Source: an optimization exercise on an open RTL-to-GDS flow (aim: small area and a short achievable clock period). Production flows keep margins and buffers that such runs may drop. At most, simulation tests tie the RTL to the original design; equivalence was not proved. Power and IR drop assume default switching activity.

// fifo
module fifo(clk, rst, buf_in, buf_out, wr_en, rd_en, buf_empty, buf_full, fifo_counter);
export LEC_CHECK = 0
export CAP_MARGIN = 20
export CORE_MARGIN = 2
export CORE_UTILIZATION = 40
export SLEW_MARGIN = 20
create_clock -name core_clock -period 3.0 [get_ports {clk}]
run.sh (not shown) runs the stock make flow with config.mk's settings and CLKGATE_MAP_FILE= SYNTH_SCRIPT=/design/flow/synth_recipe.tcl, a recipe that flattens the netlist after the stock synthesis.
==> next run, changes <==
CORE_UTILIZATION = 60   (was 40)
SETUP_SLACK_MARGIN = 1.2   (was unset)
Effect: Final area climbs by 4.5%; via count climbs by 5.5%; maximum frequency climbs by 21%; flip-flop and latch count stays the same; hold slack is about the same.
Function was not checked in any run of this note: the RTL went through the layout flow alone.

---

fifo, a different RTL version from the one above (not shown whole).
Size in the first run: roughly 1,100 cells after synthesis, about 20,000 um^2 of cells after synthesis.
## fifo
module fifo(clk, rst, buf_in, buf_out, wr_en, rd_en, buf_empty, buf_full, fifo_counter);
export LEC_CHECK = 0
export CAP_MARGIN = 20
export CORE_MARGIN = 2
export CORE_UTILIZATION = 65
export CTS_CLUSTER_DIAMETER = 60
export CTS_CLUSTER_SIZE = 22
export SETUP_SLACK_MARGIN = 1.45
export SLEW_MARGIN = 20
export SYNTH_HIERARCHICAL = 1
create_clock -name core_clock -period 3.0 [get_ports {clk}]
standard.sh (not shown) runs the stock make flow with config.mk's settings and CLKGATE_MAP_FILE= SYNTH_SCRIPT=/design/flow/synth_recipe.tcl, a recipe that flattens the netlist after the stock synthesis.
==> flow/flow/run.sh <==
#!/bin/bash
# The standard ORFS layout with two changes: clock tree synthesis inserts
# no dummy loads, and the port buffers are plain buf cells (buffer_ports
# would otherwise pick a slow delay cell).
# The make output goes to standard.log; ORFS keeps each step's log under orfs/logs.
set -euo pipefail
export CTS_ARGS="-sink_clustering_enable -repair_clock_nets -sink_clustering_size 22 -sink_clustering_max_diameter 60 -dont_use_dummy_load"
export BUFFER_PORTS_ARGS="-buffer_cell sky130_fd_sc_hd__buf_2"
bash standard.sh MATCH_CELL_FOOTPRINT=0 finish > standard.log 2>&1
Edit:
==> flow/flow/run.sh (replaced) <==
#!/bin/bash
# The standard ORFS layout with three changes: clock tree synthesis
# inserts no dummy loads; the port buffers are plain buf cells (buffer_ports
# would otherwise pick a slow delay cell); and the resizer may swap cells
# across footprints (MATCH_CELL_FOOTPRINT=0).
# The make output goes to standard.log; ORFS keeps each step's log under orfs/logs.
set -euo pipefail
export CTS_ARGS="-sink_clustering_enable -repair_clock_nets -sink_clustering_size 22 -sink_clustering_max_diameter 90 -dont_use_dummy_load"
export BUFFER_PORTS_ARGS="-buffer_cell sky130_fd_sc_hd__buf_2"
bash standard.sh MATCH_CELL_FOOTPRINT=0 finish > standard.log 2>&1
SETUP_SLACK_MARGIN = 1.4   (was 1.45)
The changed run ran to the end with no violations. Via count goes down slightly. Hold slack is worse by 0.042 ns. Total power goes down by a few percent. Setup slack is worse by 0.053 ns. Routed wire length goes down slightly. Final cell count goes down slightly. Sequential cell count stays the same. Sequential share of layout area goes up by 0.75 points.
Edit:
==> flow/flow/run.sh (replaced) <==
#!/bin/bash
# The standard ORFS layout with two changes: clock tree synthesis inserts
# no dummy loads, and the port buffers are plain buf cells (buffer_ports
# would otherwise pick a slow delay cell).
# The make output goes to standard.log; ORFS keeps each step's log under orfs/logs.
set -euo pipefail
export CTS_ARGS="-sink_clustering_enable -repair_clock_nets -sink_clustering_size 22 -sink_clustering_max_diameter 60 -dont_use_dummy_load"
export BUFFER_PORTS_ARGS="-buffer_cell sky130_fd_sc_hd__buf_2"
bash standard.sh finish > standard.log 2>&1
What happened: Register-to-register slack is about the same; clock-buffer cell count rises by 8; design area is lower by 1.7%.
Edit:
--- a/flow/flow/run.sh
+++ b/flow/flow/run.sh
@@ -9 +9 @@
-bash standard.sh finish > standard.log 2>&1
+bash standard.sh MATCH_CELL_FOOTPRINT=0 finish > standard.log 2>&1
Effect: The changed run completed with no timing, DRC or antenna violations; design area is unchanged; cell count is unchanged; global-route usage is unchanged; clock skew stays the same; hold slack is unchanged; routed wire length stays the same.

---

Another version of the RTL of fifo (not shown whole).
Size: about 550 flip-flops, about 20000 sq um of cells after synthesis.
make LEC_CHECK=0 CAP_MARGIN=20 CORE_MARGIN=2 CORE_UTILIZATION=65 CTS_CLUSTER_DIAMETER=60 CTS_CLUSTER_SIZE=22 SETUP_SLACK_MARGIN=1.7 SLEW_MARGIN=20 SYNTH_HIERARCHICAL=1 finish   # period 3.0 ns
run.sh (not shown) runs the stock make flow with config.mk's settings and CLKGATE_MAP_FILE= SYNTH_SCRIPT=/design/flow/synth_recipe.tcl, a recipe that flattens the netlist after the stock synthesis.
Stock flow here: none of the scripts above is used.
The first run ran to the end with no violations.
Next try:
Settings changed: SETUP_SLACK_MARGIN 1.7 to 1.4.
Total power falls by 6.8%.
Sequential cell count does not change.
Wire length falls by 26%.
Die area does not change.
Final area goes down by about 11%.
Sequential power came out lower by about 1%.
Sequential share of layout area is higher by 8.0 points.
Cell count falls by 8.1%.
Register-to-register slack improved by 0.34 ns.
Critical path depth stays the same.
Global-route usage decreases by 6.8 points.
No functional check of the RTL was part of any run of this note.

---

== try-juniper ==
fifo, a different RTL version from the one above (not shown whole).
Size in the first run: about 1000 cells after synthesis, roughly 540 flip-flops, ~29 I/O pins, ~19000 um2 of cells after synthesis.
export LEC_CHECK = 0
export CAP_MARGIN = 20
export CORE_MARGIN = 2
export CORE_UTILIZATION = 65
export CTS_CLUSTER_DIAMETER = 60
export CTS_CLUSTER_SIZE = 22
export SETUP_SLACK_MARGIN = 1.4
export SLEW_MARGIN = 20
export SYNTH_HIERARCHICAL = 1
create_clock -name core_clock -period 3.0 [get_ports {clk}]
The inputs of try-indigo differ from those of try-juniper as listed below.
Settings: CTS_CLUSTER_DIAMETER: 60 -> unset; CTS_CLUSTER_SIZE: 22 -> unset.
Results
| clock period minus final worst setup slack | try-indigo vs try-juniper | 0.016 ns higher |
Looking only at global-route wire length before repair, and setting everything else aside, the higher value of try-juniper and try-indigo goes to try-indigo.
Via count grows by a few percent when moving from try-juniper to try-indigo.
Relative to try-juniper, try-indigo degrades final-layout worst hold slack.
Diff try-juniper -> try-indigo: minimum setup slack in the final design shrank by 0.016 ns; multi-input combinational cell area grew by about 8%.
Summed area of non-filler cells in the final layout grows by a few percent when moving from try-juniper to try-indigo.
Sequential-cell power consumption of try-juniper is on par with try-indigo.
No run of this note included a check of the RTL's function; only the layout flow was run.

---

## job 5456
fifo, a different RTL version from the one above (not shown whole).
Size: about 580 flip-flops, roughly 29 I/O pins, roughly 0.021 mm² of cells after synthesis.
Settings: LEC_CHECK=0, CAP_MARGIN=20, CORE_MARGIN=2, CORE_UTILIZATION=65, CTS_CLUSTER_DIAMETER=60, CTS_CLUSTER_SIZE=22, SETUP_SLACK_MARGIN=1.4, SLEW_MARGIN=20, SYNTH_HIERARCHICAL=1; clock period 3.0 ns.
standard.sh (not shown) runs the stock make flow with config.mk's settings and CLKGATE_MAP_FILE= SYNTH_SCRIPT=/design/flow/synth_recipe.tcl, a recipe that flattens the netlist after the stock synthesis.
==> flow/flow/run.sh <==
#!/bin/bash
# The standard ORFS layout with two changes: clock tree synthesis inserts
# no dummy loads and builds its tree from clkbuf_8 cells, and the port
# buffers are plain buf cells (buffer_ports would otherwise pick a slow
# delay cell).
# The make output goes to standard.log; ORFS keeps each step's log under orfs/logs.
set -euo pipefail
export CTS_ARGS="-sink_clustering_enable -repair_clock_nets -sink_clustering_size 16 -sink_clustering_max_diameter 50 -dont_use_dummy_load -buf_list sky130_fd_sc_hd__clkbuf_8"
export BUFFER_PORTS_ARGS="-buffer_cell sky130_fd_sc_hd__buf_2"
bash standard.sh finish > standard.log 2>&1
Job 5456 completed every stage of the flow, and the final layout passed the timing, design-rule and antenna checks.
[inputs] job 8695 vs job 5456
==> flow/run.sh (new file) <==
#!/bin/bash
# synth_recipe.tcl (not shown) runs the flow's synth.tcl, then flattens the netlist and writes it again
# the make line also repeats each setting of config.mk as NAME=value (left out here)
make -C /OpenROAD-flow-scripts/flow DESIGN_CONFIG=/design/flow/config.mk WORK_HOME=/design/flow/orfs CLKGATE_MAP_FILE= SYNTH_SCRIPT=/design/flow/synth_recipe.tcl finish
removed: flow/flow/run.sh
removed: flow/standard.sh
==> run summary <==
- Diff job 5456 -> job 8695 | sequential group share of total power | decrease of 7.4 points
- Job 8695 vs. job 5456: combinational power saw an increase, total routing usage reported by global routing held steady, shortest clock period the worst path allows after layout now smaller, sequential fraction of total cell area went down by 3.5 points, estimated wirelength of the detail-placed design moved up.
- The setup slack number comes out lower for job 5456 vs job 8695.
- On clock group share of total power: job 8695 sits above job 5456.
- Of job 8695 and job 5456, the run reporting the lower switching share of total power was job 8695.
- On combinational group share of total power, job 8695 and job 5456 are neck and neck.
- Compared with job 5456, job 8695 ends up with more cell area.
The following lists how job 8978 was set up differently from job 8695:
==> flow/flow/run.sh (new file) <==
#!/bin/bash
# The standard ORFS layout with two changes: clock tree synthesis inserts
# no dummy loads, and the port buffers are plain buf cells (buffer_ports
# would otherwise pick a slow delay cell).
# The make output goes to standard.log; ORFS keeps each step's log under orfs/logs.
set -euo pipefail
export CTS_ARGS="-sink_clustering_enable -repair_clock_nets -sink_clustering_size 22 -sink_clustering_max_diameter 60 -dont_use_dummy_load"
export BUFFER_PORTS_ARGS="-buffer_cell sky130_fd_sc_hd__buf_2"
bash standard.sh finish > standard.log 2>&1
==> flow/standard.sh (new file) <==
#!/bin/bash
# synth_recipe.tcl (not shown) runs the flow's synth.tcl, then flattens the netlist and writes it again
# the make line also repeats each setting of config.mk as NAME=value (left out here)
make -C /OpenROAD-flow-scripts/flow DESIGN_CONFIG=/design/flow/config.mk WORK_HOME=/design/flow/orfs CLKGATE_MAP_FILE= SYNTH_SCRIPT=/design/flow/synth_recipe.tcl "${@:-finish}"
removed: flow/run.sh
Notes after the runs:
- On job 8978: first-pass GRT wire length is 1.3% lower than what job 8695 gave.
- Summary — total number of cells along the worst setup path, job 8978 relative to job 8695: higher, by 5.
- Final critical-path share of the clock period of job 8978 is on par with job 8695.
- Taking job 8695 as the reference, in job 8978 post-layout instance count excluding filler cells now smaller; final worst setup slack comparable; detailed-route wire length now smaller.
- In job 8978, number of global-route vias before repair is lower than in job 8695.
- The share of cell area taken by multi-input logic gates in job 8978 was higher than what job 8695 gave.
- Between job 8695 and job 8978, final area is higher for job 8695, job 8978 comes in under that.
- Compared to job 8695, job 8978 has routed length on met3 about 15% lower.
#### Input delta (job 8459 over job 8978)
diff --git a/flow/flow/run.sh b/flow/flow/run.sh
--- a/flow/flow/run.sh
+++ b/flow/flow/run.sh
@@ -9 +9 @@
-bash standard.sh finish > standard.log 2>&1
+bash standard.sh MATCH_CELL_FOOTPRINT=0 finish > standard.log 2>&1
Notes after the runs:
- Result for job 8459 and job 8978: all clean
- On area overhead of the layout relative to synthesis, job 8459 and job 8978 are basically level.
- Looking at switching power total across both flows, job 8459 is the weaker of the two, with job 8978 ahead.
- Re post-synthesis instance area: no difference whatsoever between job 8978 and job 8459.

---

build 81:
Starting RTL as in the previous note.
export LEC_CHECK = 0
export CAP_MARGIN = 20
export CORE_MARGIN = 2
export CORE_UTILIZATION = 65
export CTS_CLUSTER_DIAMETER = 60
export CTS_CLUSTER_SIZE = 22
export SETUP_SLACK_MARGIN = 1.4
export SLEW_MARGIN = 20
export SYNTH_HIERARCHICAL = 1
create_clock -name core_clock -period 3.0 [get_ports {clk}]
==> flow/flow/run.sh <==
#!/bin/bash
# The standard ORFS layout; only clock tree synthesis differs: it inserts
# no dummy loads and clusters up to 30 sinks within 80 um per leaf buffer.
# The make output goes to standard.log; ORFS keeps each step's log under orfs/logs.
set -euo pipefail
export CTS_ARGS="-sink_clustering_enable -repair_clock_nets -sink_clustering_size 30 -sink_clustering_max_diameter 80 -dont_use_dummy_load"
bash standard.sh finish > standard.log 2>&1
The final layout from build 81, which completed every stage, passed the timing, design-rule and antenna checks at the end of the flow.
--- input diff build 81..build 43 ---
==> flow/flow/run.sh <==
#!/bin/bash
# The standard ORFS layout; only clock tree synthesis differs: it inserts
# no dummy loads and clusters up to 22 sinks within 60 um per leaf buffer.
# The make output goes to standard.log; ORFS keeps each step's log under orfs/logs.
set -euo pipefail
export CTS_ARGS="-sink_clustering_enable -repair_clock_nets -sink_clustering_size 22 -sink_clustering_max_diameter 60 -dont_use_dummy_load"
bash standard.sh finish > standard.log 2>&1
==> comparison <==
- Build 43 went all the way through synthesis, placement and routing and the layout is clean on timing, DRC and antenna.
- Build 43 vs build 81, start point of the critical path: buf_out[7] vs buf_out[4]
- Build 43 against build 81: fraction of power consumed by the clock network moved up, wire length now smaller, worst stage delay on the critical path flat.
- Comparing CTS clock-pin slew for the worst setup and hold paths for build 81 and build 43, the smaller number came from build 43.
- On internal portion of total power, the higher figure sits with build 43, not build 81.
- Delta(first-pass GRT wire length, build 43 - build 81) > 0
- Clock period minus worst slack: build 43 lower than build 81
- Between build 81 and build 43, the difference in total non-filler cell area in the finished layout is negligible.
- Build 43 ended up with buf_out[7] as its worst setup path endpoint; build 81 ended up with buf_out[4].
## Diff of input files: build 23 against build 43
- CORE_UTILIZATION: 65 -> 72
==> flow/flow/run.sh <==
#!/bin/bash
# The standard ORFS layout with two changes: clock tree synthesis inserts
# no dummy loads, and the port buffers are plain buf cells (buffer_ports
# would otherwise pick a slow delay cell).
# The make output goes to standard.log; ORFS keeps each step's log under orfs/logs.
set -euo pipefail
export CTS_ARGS="-sink_clustering_enable -repair_clock_nets -sink_clustering_size 22 -sink_clustering_max_diameter 60 -dont_use_dummy_load"
export BUFFER_PORTS_ARGS="-buffer_cell sky130_fd_sc_hd__buf_2"
bash standard.sh finish > standard.log 2>&1
## What came out
Per the final summary, build 23 finished and its layout is clean on timing, DRC and antenna.
Compared with build 43, in build 23 total design power flat; x dimension of the die down 4.9%; wire length on met2 up about 6%.

---

Another version of the RTL of fifo (not shown whole).
Size in the first run: roughly 1100 cells after synthesis, about 0.021 mm² of cells after synthesis.
export LEC_CHECK = 0
export CAP_MARGIN = 20
export CORE_MARGIN = 2
export CORE_UTILIZATION = 65
export SETUP_SLACK_MARGIN = 1.4
export SLEW_MARGIN = 20
export SYNTH_HIERARCHICAL = 1
create_clock -name core_clock -period 3.0 [get_ports {clk}]
==> flow/flow/run.sh <==
#!/bin/bash
# The standard ORFS layout, with three changes:
#  - the port buffers are plain buf cells (buffer_ports would otherwise pick
#    a delay cell that the footprint-matching resizer can never swap out);
#  - the resizer may swap cells across footprints (MATCH_CELL_FOOTPRINT=0);
#  - clock tree synthesis inserts no dummy loads.
# The make output goes to standard.log; ORFS keeps each step's log under orfs/logs.
set -euo pipefail
export BUFFER_PORTS_ARGS="-buffer_cell sky130_fd_sc_hd__buf_2"
export CTS_ARGS="-sink_clustering_enable -repair_clock_nets -sink_clustering_size 22 -sink_clustering_max_diameter 60 -dont_use_dummy_load"
bash standard.sh MATCH_CELL_FOOTPRINT=0 finish > standard.log 2>&1
Next try:
==> flow/run.sh (new file) <==
#!/bin/bash
# synth_recipe.tcl (not shown) runs the flow's synth.tcl, then flattens the netlist and writes it again
# the make line also repeats each setting of config.mk as NAME=value (left out here)
make -C /OpenROAD-flow-scripts/flow DESIGN_CONFIG=/design/flow/config.mk WORK_HOME=/design/flow/orfs CLKGATE_MAP_FILE= SYNTH_SCRIPT=/design/flow/synth_recipe.tcl finish
--- a/flow/config.mk
+++ b/flow/config.mk
@@ -10,2 +10,4 @@
 export CORE_UTILIZATION = 65
+export CTS_CLUSTER_DIAMETER = 60
+export CTS_CLUSTER_SIZE = 22
 export SETUP_SLACK_MARGIN = 1.4
removed: flow/flow/run.sh
removed: flow/standard.sh
Effect:
- global-route usage rises by 0.21 points
- worst hold slack improves by 0.20 ns
- combinational power is lower slightly
- non-clock buffer count rises by 3
- cell area grows slightly
- power goes up by a few percent
No functional check of the RTL was part of any run of this note.

-- port drivers added, routing unchanged --
The flow's constraints put no driver on any port. The routed layouts listed below were extracted and timed again, unchanged, in two steps.
Step 1 sets driving cells, clkbuf_16 on the clock port and buf_2 on the other inputs (assumed; they add their load-dependent delay and slew).
Step 2 also shifts input and output timing later by t, the mid clock arrival at the registers, as if the neighbouring blocks saw the same clock.
Three values: ideal, step 1, step 2; two values: the first two.
| run | t (ns) | slack for setup (ns) | slew at the worst register clock pin (ns) |
|---|---|---|---|
| the first run of note 1 | 0.650 | 0.110 / 0.110 / 0.110 | 0.07 / 0.07 |
| the second run of note 1 | 0.653 | 0.621 / 0.621 / 0.583 | 0.07 / 0.07 |
| the first run of note 2 | 0.568 | 1.377 / 1.336 / 0.968 | 0.09 / 0.09 |
| the second run of note 2 | 0.618 | 1.324 / 1.276 / 0.875 | 0.10 / 0.10 |
| the third run of note 2 | 0.571 | 1.374 / 1.325 / 0.977 | 0.09 / 0.09 |
| the fourth run of note 2 | 0.571 | 1.374 / 1.325 / 0.977 | 0.09 / 0.09 |
| the first run of note 3 | 0.595 | 0.883 / 0.883 / 0.797 | 0.10 / 0.10 |
| the second run of note 3 | 0.581 | 1.225 / 1.225 / 0.859 | 0.09 / 0.09 |
| try-juniper | 0.574 | 1.140 / 1.143 / 0.586 | 0.09 / 0.09 |
| try-indigo | 0.620 | 1.123 / 1.123 / 0.642 | 0.07 / 0.07 |
| job 5456 | 0.639 | 1.316 / 1.265 / 0.851 | 0.10 / 0.10 |
| job 8695 | 0.581 | 1.385 / 1.329 / 0.840 | 0.09 / 0.09 |
| job 8978 | 0.571 | 1.386 / 1.337 / 0.907 | 0.09 / 0.09 |
| job 8459 | 0.572 | 1.386 / 1.333 / 0.888 | 0.09 / 0.09 |
| build 81 | 0.614 | 1.329 / 1.274 / 0.893 | 0.12 / 0.12 |
| build 43 | 0.576 | 1.385 / 1.331 / 0.885 | 0.09 / 0.09 |
| build 23 | 0.564 | 1.379 / 1.329 / 0.912 | 0.09 / 0.09 |
| the first run of note 7 | 0.566 | 1.195 / 1.195 / 0.834 | 0.09 / 0.09 |
| the second run of note 7 | 0.579 | 1.288 / 1.288 / 0.728 | 0.09 / 0.09 |
After both steps every run listed still meets setup and hold. The setup slack of the second run of note 7, which loses most, moves by 0.000 ns with the drivers and by -0.560 ns with both steps.
